This design comes from an exercise in tuning for small area, a short achievable clock period and few clock cycles per item on the open sky130 flow, not from production work. Function was checked by simulation only, so behaviour that the tests miss may differ from the original.

## div_top
module div_top (
    input  logic        clk,
    input  logic        rst,
    input  logic        in_valid,
    output logic        in_ready,
    input  logic  [2:0] in_op,
    input  logic [63:0] in_a,
    input  logic [63:0] in_b,
    output logic        out_valid,
    input  logic        out_ready,
    output logic [63:0] out_result
);
    localparam [2:0] S_IDLE = 3'd0, S_P1 = 3'd1, S_P2 = 3'd2, S_ITER = 3'd3, S_POST = 3'd4;
    logic  [2:0] st;
    logic [64:0] R, V;      
    logic [63:0] Q;         
    logic  [6:0] cnt;       
    logic  [5:0] pb;        
    logic        w, rm;     
    logic        sa;        
    logic        cin;       
    logic        neg;       
    logic        zq;        
    logic        ovld;
    function automatic [6:0] hpos(input logic [63:0] x);
        logic [63:0] v [0:6];
        logic [5:0]  p [0:6][0:63];
        for (int i = 0; i < 64; i++) begin v[0][i] = x[i]; p[0][i] = 6'd0; end
        for (int l = 1; l <= 6; l++) begin
            for (int i = 0; i < 64; i++) begin v[l][i] = 1'b0; p[l][i] = 6'd0; end
            for (int i = 0; i < (64 >> l); i++) begin
  ...
For scale: about 3,500 cells after synthesis, ~0.024 mm2 of cells after synthesis.
export LEC_CHECK = 0
export ABC_AREA = 1
export CAP_MARGIN = 20
export CORE_MARGIN = 2
export CORE_UTILIZATION = 40
export SLEW_MARGIN = 20
create_clock -name core_clock -period 8.0 [get_ports {clk}]
standard.sh (not shown) runs the stock make flow with config.mk's settings and CLKGATE_MAP_FILE= SYNTH_SCRIPT=/design/flow/synth_recipe.tcl, a recipe that flattens the netlist after the stock synthesis.
==> flow/flow/run.sh <==
#!/bin/bash
# Layout: the standard flow (standard.sh) with one change: the port
# buffers that global placement inserts on every input and output are
# sky130_fd_sc_hd__buf_2 cells instead of the default pick,
# sky130_fd_sc_hd__clkdlybuf4s50_1 (a delay buffer: larger and about 0.4 ns
# slower on every path from an input or to an output).  Timing repair aims
# at 4.5 ns of setup slack, as SETUP_SLACK_MARGIN does in config.mk.
# The whole make output goes to run_flow.log in this folder; ORFS keeps each
# step's own log under orfs/logs/.
set -euo pipefail
bash standard.sh SETUP_SLACK_MARGIN=4.5 "BUFFER_PORTS_ARGS=-buffer_cell sky130_fd_sc_hd__buf_2" finish > run_flow.log 2>&1
The baseline passed the timing, DRC and antenna checks.
Testbench counts at the start, summed over its fixed seeds: cycles 22,018, divs 2,048.
Change:
--- a/flow/flow/run.sh
+++ b/flow/flow/run.sh
@@ -6,3 +6,3 @@
 # slower on every path from an input or to an output).  Timing repair aims
-# at 4.5 ns of setup slack, as SETUP_SLACK_MARGIN does in config.mk.
+# at 4.75 ns of setup slack, as SETUP_SLACK_MARGIN does in config.mk.
 # The whole make output goes to run_flow.log in this folder; ORFS keeps each
@@ -10,2 +10,2 @@
 set -euo pipefail
-bash standard.sh SETUP_SLACK_MARGIN=4.5 "BUFFER_PORTS_ARGS=-buffer_cell sky130_fd_sc_hd__buf_2" finish > run_flow.log 2>&1
+bash standard.sh SETUP_SLACK_MARGIN=4.75 "BUFFER_PORTS_ARGS=-buffer_cell sky130_fd_sc_hd__buf_2" finish > run_flow.log 2>&1
Outcome: Synthesized cell count does not change.

========
Another version of the RTL of div_top (not shown whole).
Size in the first run: ~3500 cells after synthesis, roughly 200 I/O pins, about 24000 µm² of cells after synthesis.
Settings: LEC_CHECK=0, ABC_AREA=1, CAP_MARGIN=20, CORE_MARGIN=2, CORE_UTILIZATION=55, SLEW_MARGIN=20; clock period 8.0 ns.
==> flow/flow/run.sh <==
#!/bin/bash
# Layout: the standard flow (standard.sh) with one change: the port
# buffers that global placement inserts on every input and output are
# sky130_fd_sc_hd__buf_2 cells instead of the default pick,
# sky130_fd_sc_hd__clkdlybuf4s50_1 (a delay buffer: larger and about 0.4 ns
# slower on every path from an input or to an output).  Timing repair aims
# at 4.5 ns of setup slack, as SETUP_SLACK_MARGIN does in config.mk.
# The whole make output goes to run_flow.log in this folder; ORFS keeps each
# step's own log under orfs/logs/.
set -euo pipefail
bash standard.sh SETUP_SLACK_MARGIN=4.5 "BUFFER_PORTS_ARGS=-buffer_cell sky130_fd_sc_hd__buf_2" finish > run_flow.log 2>&1
Testbench counts at the start, summed over its fixed seeds: cycles 22,018, divs 2,048.
==> next run, changes <==
- CORE_UTILIZATION: 55 -> 40
Result:
- clock-buffer cell count rose by 4
- sequential share of layout area hardly moves
- die area rose by 37%
- core utilization fell by 18 points
- clock skew climbs by 0.0080 ns
- flip-flop and latch count does not change

========
07-28:
Another version of the RTL of div_top (not shown whole).
Size in the first run: ~3500 cells after synthesis, about 220 flip-flops, about 0.024 sq mm of cells after synthesis.
make LEC_CHECK=0 ABC_AREA=1 CAP_MARGIN=20 CORE_MARGIN=2 CORE_UTILIZATION=40 SETUP_SLACK_MARGIN=4.5 SLEW_MARGIN=20 finish   # period 8.0 ns
run.sh (not shown) runs the stock make flow with config.mk's settings and CLKGATE_MAP_FILE= SYNTH_SCRIPT=/design/flow/synth_recipe.tcl, a recipe that flattens the netlist after the stock synthesis.
Stock flow here: none of the scripts above is used.
07-28: done, clean on timing, DRC and antenna
Testbench counts of 07-28, summed over its fixed seeds: cycles 22,018, divs 2,048.
The following lists how 07-03 was set up differently from 07-28:
# 07-28
export LEC_CHECK = 0
export ABC_AREA = 1
export CAP_MARGIN = 20
export CORE_MARGIN = 2
export CORE_UTILIZATION = 40
export SETUP_SLACK_MARGIN = 4.5
export SLEW_MARGIN = 20
create_clock -name core_clock -period 8.0 [get_ports {clk}]
# 07-03
export LEC_CHECK = 0
export ABC_AREA = 1
export CAP_MARGIN = 20
export CORE_MARGIN = 2
export CORE_UTILIZATION = 40
export SLEW_MARGIN = 20
create_clock -name core_clock -period 8.0 [get_ports {clk}]
==> flow/flow/run.sh (new file) <==
#!/bin/bash
# Layout: the standard flow (standard.sh) with one change: the port
# buffers that global placement inserts on every input and output are
# sky130_fd_sc_hd__buf_2 cells instead of the default pick,
# sky130_fd_sc_hd__clkdlybuf4s50_1 (a delay buffer: larger and about 0.4 ns
# slower on every path from an input or to an output).  Timing repair aims
# at 4.5 ns of setup slack, as SETUP_SLACK_MARGIN does in config.mk.
# The whole make output goes to run_flow.log in this folder; ORFS keeps each
# step's own log under orfs/logs/.
set -euo pipefail
bash standard.sh SETUP_SLACK_MARGIN=4.5 "BUFFER_PORTS_ARGS=-buffer_cell sky130_fd_sc_hd__buf_2" finish > run_flow.log 2>&1
==> flow/standard.sh (new file) <==
#!/bin/bash
# synth_recipe.tcl (not shown) runs the flow's synth.tcl, then flattens the netlist and writes it again
# the make line also repeats each setting of config.mk as NAME=value (left out here)
make -C /OpenROAD-flow-scripts/flow DESIGN_CONFIG=/design/flow/config.mk WORK_HOME=/design/flow/orfs CLKGATE_MAP_FILE= SYNTH_SCRIPT=/design/flow/synth_recipe.tcl "${@:-finish}"
removed: flow/run.sh
V[15]$_DFFE_PP_ as the endpoint of the most critical setup path was reported by 07-03, and cnt[1]$_DFFE_PP_ by 07-28.
| final core area utilization | lower: 07-03 |
Between 07-03 and 07-28, it is 07-03 whose sequential share of cell area is higher, by 0.97 points.
Clock slew at the register clock pins of the worst setup and hold paths essentially unchanged between 07-03 and 07-28.

## separate check: timing with driven ports
In the flow no input, the clock included, has a driving cell. The finished layouts below were timed again as built, in two steps. Step 1 assumes that a clkbuf_16 drives the clock port and a buf_2 every other input. Step 2 adds t to the input delays and takes it off the output delays; t is the mean of the earliest and latest rising clock arrival at the registers after step 1. Input paths then give back, and output paths get back, about the clock's delay inside the block. Three values: no drivers, after step 1, after step 2; two values: the first two.
run | t, ns | slack for setup (ns) | slew at the worst register clock pin (ns) | cell pins on the clock port's net
the first run of note 1 | 0.667 | 4.338 / 4.338 / 4.008 | 0.07 / 0.07 | 1
the second run of note 1 | 0.659 | 4.400 / 4.400 / 4.133 | 0.06 / 0.06 | 1
the first run of note 2 | 0.658 | 4.262 / 4.262 / 3.991 | 0.08 / 0.08 | 1
the second run of note 2 | 0.663 | 4.461 / 4.461 / 4.113 | 0.07 / 0.07 | 1
07-28 | 0.655 | 4.469 / 4.469 / 3.915 | 0.07 / 0.07 | 1
07-03 | 0.661 | 4.496 / 4.496 / 3.972 | 0.07 / 0.07 | 1
After both steps setup and hold are still met in every run listed. The setup slack of 07-28, which loses most, moves by 0.000 ns with the drivers and by -0.554 ns with both steps.
